Source: an optimization exercise on an open RTL-to-GDS flow (aim: a short achievable clock period and few clock cycles). Production flows keep margins and buffers that such runs may drop.
Where RTL was checked, it was by simulation tests only, not by an equivalence proof against the original.
No activity file was given, so power comes from the tool's default toggle rates.

## rev 12
==> flow/design.v (excerpt) <==
module risc_cpu (
	input 				clk    ,
	input 				rst    ,
	output wire 		rd     ,
	output wire 		wr     ,
	output wire 		halt   ,
	output wire [12:0] 	addr   ,
	input  wire [7:0] 	data_in ,
	output wire [7:0] 	data_out
);
	localparam [2:0] HLT = 3'b000, SKZ = 3'b001, ADD = 3'b010, ANDD = 3'b011,
	                 XORR = 3'b100, LDA = 3'b101, STO = 3'b110, JMP = 3'b111;
	localparam [1:0] S_F0 = 2'd0, S_F1 = 2'd1, S_D = 2'd2, S_W = 2'd3;
	reg [1:0]  state;
	reg [12:0] addr_r;
	reg [12:0] pc_r;       
	reg [2:0]  op_r;
	reg [4:0]  hi_r;
	reg [7:0]  acc;
	reg        rd_r, wr_r, halt_r;
	reg [7:0]  dout_r;
	assign addr     = addr_r;
	assign rd       = rd_r;
	assign wr       = wr_r;
	assign halt     = halt_r;
	assign data_out = dout_r;
	wire [2:0]  op_in = data_in[7:5];
	wire        zero  = (acc == 8'd0);
	wire [12:0] target = {hi_r, data_in};
	reg [7:0] alu;
	always @(*) begin
		case (op_r)
			ADD:     alu = acc + data_in;
			ANDD:    alu = acc & data_in;
			XORR:    alu = acc ^ data_in;
			default: alu = data_in;      
		endcase
	end
	always @(posedge clk) begin
		if (rst) begin
			state  <= S_F0;
			addr_r <= 13'd0;
			pc_r   <= 13'd0;
			op_r   <= 3'd0;
			hi_r   <= 5'd0;
			acc    <= 8'd0;
			rd_r   <= 1'b1;
			wr_r   <= 1'b0;
			halt_r <= 1'b0;
			dout_r <= 8'd0;
		end else if (!halt_r) begin
			case (state)
				S_F0: begin
					op_r <= op_in;
					hi_r <= data_in[4:0];
					if (op_in == HLT) begin
						halt_r <= 1'b1;
						rd_r   <= 1'b0;
					end else if (op_in == SKZ) begin
						addr_r <= addr_r + (zero ? 13'd4 : 13'd2);
					end else begin
						addr_r <= addr_r + 13'd1;
						state  <= S_F1;
					end
				end
				S_F1: begin
					addr_r <= target;
					pc_r   <= addr_r + 13'd1;
					if (op_r == JMP) begin
						state <= S_F0;
					end else if (op_r == STO) begin
						state  <= S_W;
						rd_r   <= 1'b0;
						wr_r   <= 1'b1;
						dout_r <= acc;
					end else begin
						state <= S_D;
					end
				end
				S_D: begin
					acc    <= alu;
					addr_r <= pc_r;
					state  <= S_F0;
				end
  ...
make LEC_CHECK=0 CAP_MARGIN=20 CORE_MARGIN=2 CORE_UTILIZATION=40 SLEW_MARGIN=20 finish   # period 5.0 ns
run.sh (not shown) runs the stock make flow with config.mk's settings and CLKGATE_MAP_FILE= SYNTH_SCRIPT=/design/flow/synth_recipe.tcl, a recipe that flattens the netlist after the stock synthesis.
Rev 12 went all the way through synthesis, placement and routing and the layout is clean on timing, DRC and antenna.
Testbench counts of rev 12, summed over its fixed seeds: cycles 21,235.
The inputs of rev 13 differ from those of rev 12 as listed below.
Settings: an added SETUP_SLACK_MARGIN of 3.5; an added ABC_CLOCK_PERIOD_IN_PS of 1500; an added TNS_END_PERCENT of 100.
Overall power | rev 13 above rev 12. Compared rev 13 vs rev 12, and clock share of power is up in rev 13. Re first-pass GRT wire length: rev 13 and rev 12 aren't equal, and the lower value belongs to rev 12. Rev 13 has more setup slack than rev 12. Against rev 12, maximum frequency in rev 13 came out better. Against rev 12, rev 13 reports a layout buffer count excluding clock buffers that is higher.


Setup of job 101:
Another version of the RTL of risc_cpu (not shown whole).
Size in the first run: roughly 2800 cells after synthesis, about 970 flip-flops, about 39000 um^2 of cells after synthesis.
Settings: LEC_CHECK=0, ABC_CLOCK_PERIOD_IN_PS=1500, CAP_MARGIN=20, CORE_MARGIN=2, CORE_UTILIZATION=35, SETUP_SLACK_MARGIN=2.6, SLEW_MARGIN=20, TNS_END_PERCENT=100; clock period 5.0 ns.
Testbench counts of job 101, summed over its fixed seeds: cycles 15,475.
### job 101 -> job 102
Settings: swapping 35 for 25 in CORE_UTILIZATION; swapping 2.6 for 3.0 in SETUP_SLACK_MARGIN.
==> comparison <==
Final core utilization ended up 8.7 points lower on job 102 than on job 101. Compared with job 101, in job 102 buffer depth of the longest clock path did not really move; multi-input logic portion of the cell area went up. The worst setup slack reported for job 102 is greater than that of job 101 by 0.089 ns. Side by side, number of search-and-repair iterations in the first detailed-routing pass turned out higher in job 102 than in job 101. Job 102 vs job 101, instance count: job 102 higher. First-pass GRT wire length, job 102 vs job 101: up by a few percent.
Input changes introduced in job 103 (baseline for comparison: job 102):
Settings: a change of SETUP_SLACK_MARGIN from 3.0 to 2.8; a change of CORE_UTILIZATION from 25 to 30.
- Job 103 — detail-routed via count per cell about 4.4% higher, job 102 as reference
- Compared with job 102, job 103 shows a lower share of cell area taken by multi-input logic gates.
- NOTE: core utilization in job 103 exceeds that of job 102
- Job 103 against job 102: routed wire length -5.0%, total power -about 2.6%.
> inputs changed (job 103 -> job 104)
Settings: CORE_UTILIZATION: 30 -> 45.
==> results.txt <==
- Looking at required time of the critical path, job 104 sits 0.04 ns lower than job 103 does.
- Looking at job 104 and job 103, the worst hold slack after final layout is a wash.
- Summary of job 104 over job 103: minimum clock period went up 0.13 ns, utilization after layout up 17 points, final weighted congestion of routability-driven global placement went up by 0.015, combinational power grew by about 2%.


Starting RTL as in the previous note.
make LEC_CHECK=0 ABC_CLOCK_PERIOD_IN_PS=1500 CAP_MARGIN=20 CORE_MARGIN=2 CORE_UTILIZATION=35 CTS_CLUSTER_DIAMETER=60 CTS_CLUSTER_SIZE=16 SETUP_SLACK_MARGIN=2.8 SLEW_MARGIN=20 TNS_END_PERCENT=100 finish   # period 5.0 ns
The starting point finished with timing, DRC and antenna clean.
Testbench counts at the start, summed over its fixed seeds: cycles 15,475.
Then changed:
Settings changed: CORE_UTILIZATION 35 to 30, CTS_CLUSTER_DIAMETER 60 to default, CTS_CLUSTER_SIZE 16 to default, PLACE_DENSITY from default to 0.65.
=> The new run finished clean. Worst setup slack is about the same. Maximum frequency barely changes. Via count grows by 1.1%. Routed wire length grows by 0.85%. Total power grows by 3.8%. Synthesized area does not change. Design area grows by 1.6%.
Then changed:
Settings changed: ABC_CLOCK_PERIOD_IN_PS 1500 to 1200, CORE_UTILIZATION 30 to 35, PLACE_DENSITY 0.65 to default, SETUP_SLACK_MARGIN 2.8 to 3.3.
The new run completed with no timing, DRC or antenna violations.
Routed wire length came out higher by roughly a tenth.
Cell area came out higher by a little under a tenth.
Register-to-register slack is worse by 0.08 ns.
Sequential power came out lower slightly.
Worst setup slack is worse by 0.083 ns.
Then changed:
Settings changed: ABC_CLOCK_PERIOD_IN_PS 1200 to 1300, CORE_UTILIZATION 35 to 30, SETUP_SLACK_MARGIN 3.3 to 2.9.
After rerunning:
- clock-buffer cell count does not change
- wire length came out lower by 7.8%
- utilization came out lower by 8.7 points
- total power came out lower by 3.5%
- clock power came out lower by about 2%


Setup of lane 1:
Another version of the RTL of risc_cpu (not shown whole).
Size in the first run: ~970 flip-flops, ~34 I/O pins.
export LEC_CHECK = 0
export ABC_CLOCK_PERIOD_IN_PS = 1500
export CAP_MARGIN = 20
export CORE_MARGIN = 2
export CORE_UTILIZATION = 30
export SETUP_SLACK_MARGIN = 2.9
export SLEW_MARGIN = 20
export TNS_END_PERCENT = 100
create_clock -name core_clock -period 5.0 [get_ports {clk}]
Testbench counts of lane 1, summed over its fixed seeds: cycles 15,475.
--- input diff lane 1..lane 2 ---
# lane 1
export LEC_CHECK = 0
export ABC_CLOCK_PERIOD_IN_PS = 1500
export CAP_MARGIN = 20
export CORE_MARGIN = 2
export CORE_UTILIZATION = 30
export SETUP_SLACK_MARGIN = 2.9
export SLEW_MARGIN = 20
export TNS_END_PERCENT = 100
create_clock -name core_clock -period 5.0 [get_ports {clk}]
# lane 2
export LEC_CHECK = 0
export ABC_CLOCK_PERIOD_IN_PS = 1500
export CAP_MARGIN = 20
export CORE_MARGIN = 2
export CORE_UTILIZATION = 35
export SETUP_SLACK_MARGIN = 2.8
export SLEW_MARGIN = 20
export TNS_END_PERCENT = 100
create_clock -name core_clock -period 5.0 [get_ports {clk}]
Results
- Sequential share of layout area: higher on lane 2
- [compare] base=lane 1 new=lane 2: worst slew margin relative to its limit shows a reduction of 3.6 points; die extent in x shows a reduction of about 7%.
- The via count reported for lane 2 is lower than the one for lane 1.
- Re global-route wire length before repair: lane 2 is 7.4 mm down on lane 1.
- In the reports for lane 2 and lane 1, the smaller post-layout utilization of the core belongs to lane 1.
- Starting density of the core in lane 2 is 5.1 points above lane 1.
- Result for lane 2 and lane 1: all clean
- Internal power of the cells: lane 2 < lane 1
- Diff lane 1 -> lane 2: die area lost about 14%, clock power neither gained nor lost much, number of stages on the worst setup path picked up an extra 1.


The RTL this note starts from:
==> flow/design.v <==
module risc_cpu (
	input 				clk    ,
	input 				rst    ,
	output wire 		rd     ,
	output wire 		wr     ,
	output wire 		halt   ,
	output wire [12:0] 	addr   ,
	input  wire [7:0] 	data_in ,
	output wire [7:0] 	data_out
);
	localparam [2:0] HLT = 3'b000, SKZ = 3'b001, ADD = 3'b010, ANDD = 3'b011,
	                 XORR = 3'b100, LDA = 3'b101, STO = 3'b110, JMP = 3'b111;
	reg        s_f0, s_f1, s_d, s_w;
	reg [12:0] addr_r;
	reg [12:0] pc_r;       
	reg [4:0]  hi_r;
	reg        o_add, o_and, o_xor, o_jmp, o_sto;
	reg [7:0]  acc;
	reg        rd_r, wr_r, halt_r;
	reg [7:0]  dout_r;
	assign addr     = addr_r;
	assign rd       = rd_r;
	assign wr       = wr_r;
	assign halt     = halt_r;
	assign data_out = dout_r;
	wire [2:0]  op_in  = data_in[7:5];
	wire        in_hlt = (op_in == HLT);
	wire        in_skz = (op_in == SKZ);
	wire        zero   = (acc == 8'd0);
	wire        run    = !halt_r;
	wire [12:0] addr_p1 = addr_r + 13'd1;
	wire [12:0] pc_skz  = addr_r + (zero ? 13'd4 : 13'd2);
	wire [12:0] base    = s_f0 ? addr_p1 : pc_r;
	wire        f0_skz  = s_f0 && in_skz;
	reg [12:0] addr_n;
	always @(*) begin
		addr_n = f0_skz ? pc_skz : base;
		if (s_f1) addr_n = {hi_r, data_in};
	end
	reg [7:0] alu;
	always @(*) begin
		if (o_add)      alu = acc + data_in;
		else if (o_and) alu = acc & data_in;
		else if (o_xor) alu = acc ^ data_in;
		else            alu = data_in;      
	end
	always @(posedge clk) begin
		if (rst) begin
			s_f0   <= 1'b1;
			s_f1   <= 1'b0;
			s_d    <= 1'b0;
			s_w    <= 1'b0;
			addr_r <= 13'd0;
			acc    <= 8'd0;
			rd_r   <= 1'b1;
			wr_r   <= 1'b0;
			halt_r <= 1'b0;
			dout_r <= 8'd0;
		end else begin
			addr_r <= addr_n;
			if (s_d) acc <= alu;
			if (run) begin
				s_f0   <= (s_f0 && (in_skz || in_hlt)) || s_d || s_w || (s_f1 && o_jmp);
				s_f1   <= s_f0 && !in_skz && !in_hlt;
				s_d    <= s_f1 && !o_jmp && !o_sto;
				s_w    <= s_f1 && o_sto;
				halt_r <= s_f0 && in_hlt;
				rd_r   <= !(s_f0 && in_hlt) && !(s_f1 && o_sto);
				wr_r   <= s_f1 && o_sto;
				dout_r <= (s_f1 && o_sto) ? acc : 8'd0;
			end
		end
	end
	always @(posedge clk) begin
		if (s_f0) begin
			hi_r  <= data_in[4:0];
			o_add <= (op_in == ADD);
			o_and <= (op_in == ANDD);
			o_xor <= (op_in == XORR);
			o_jmp <= (op_in == JMP);
			o_sto <= (op_in == STO);
		end
		if (s_f1) pc_r <= addr_p1;
	end
endmodule
clock: 5.0 ns
lec_check: 0
abc_clock_period_in_ps: 1000
cap_margin: 20
core_margin: 2
core_utilization: 60
setup_slack_margin: 3.5
slew_margin: 20
tns_end_percent: 100
The starting point finished clean.
Next try:
--- a/flow/config.mk
+++ b/flow/config.mk
@@ -8 +8 @@
-export ABC_CLOCK_PERIOD_IN_PS = 1000
+export ABC_CLOCK_PERIOD_IN_PS = 1500
@@ -11,2 +11,2 @@
-export CORE_UTILIZATION = 60
-export SETUP_SLACK_MARGIN = 3.5
+export CORE_UTILIZATION = 40
+export SETUP_SLACK_MARGIN = 3.3
Non-clock buffer count shrinks by 6.
Worst setup slack gains 130 ps.
Worst hold slack loses 27 ps.
Final area shrinks by about 1%.
Routed wire length shrinks by about 26%.
Cell count grows by 5.2%.
Die area grows by about 50%.
Utilization shrinks by 32 points.
Combinational power shrinks by 8.4%.
No functional check of the RTL was part of any run of this note.

-- static timing again, ports no longer ideal --
How much do the figures lean on ideal ports? The routed layouts below were timed once more, with nothing changed but the port constraints. Step 1, drivers: a clkbuf_16 drives clk and a buf_2 each remaining input, both assumed. Step 2 moves the port delays by t, midway between the first and last clock arrival at a register: inputs arrive t later, outputs are due t later. That takes back most of the time a late clock gives input paths. Slacks: no drivers / after step 1 / after step 2; pairs: no drivers / after step 1.
| run | t, ns | slack for setup (ns) | worst setup path after step 2 |
|---|---|---|---|
| rev 12 | 0.340 | 1.854 / 1.865 / 1.526 | input to register |
| rev 13 | 0.343 | 2.590 / 2.575 / 2.233 | input to register |
| job 101 | 0.736 | 2.551 / 2.551 / 1.949 | input to register |
| job 102 | 0.746 | 2.640 / 2.640 / 2.034 | input to register |
| job 103 | 0.763 | 2.710 / 2.677 / 2.026 | input to register |
| job 104 | 0.722 | 2.584 / 2.584 / 2.073 | input to register |
| the first run of note 3 | 0.714 | 2.655 / 2.655 / 2.071 | input to register |
| the second run of note 3 | 0.733 | 2.654 / 2.654 / 2.019 | input to register |
| the third run of note 3 | 0.762 | 2.572 / 2.572 / 1.943 | input to register |
| the fourth run of note 3 | 0.733 | 2.627 / 2.627 / 2.011 | input to register |
| lane 1 | 0.770 | 2.427 / 2.427 / 1.936 | input to register |
| lane 2 | 0.740 | 2.566 / 2.566 / 2.004 | input to register |
| the first run of note 5 | 0.390 | 2.674 / 2.661 / 2.271 | input to register |
| the second run of note 5 | 0.366 | 2.807 / 2.774 / 2.408 | input to register |
After both steps setup and hold are still met in every run listed. For job 103, which loses most, drivers alone change the setup slack by -0.033 ns; drivers and shift together by -0.684 ns.
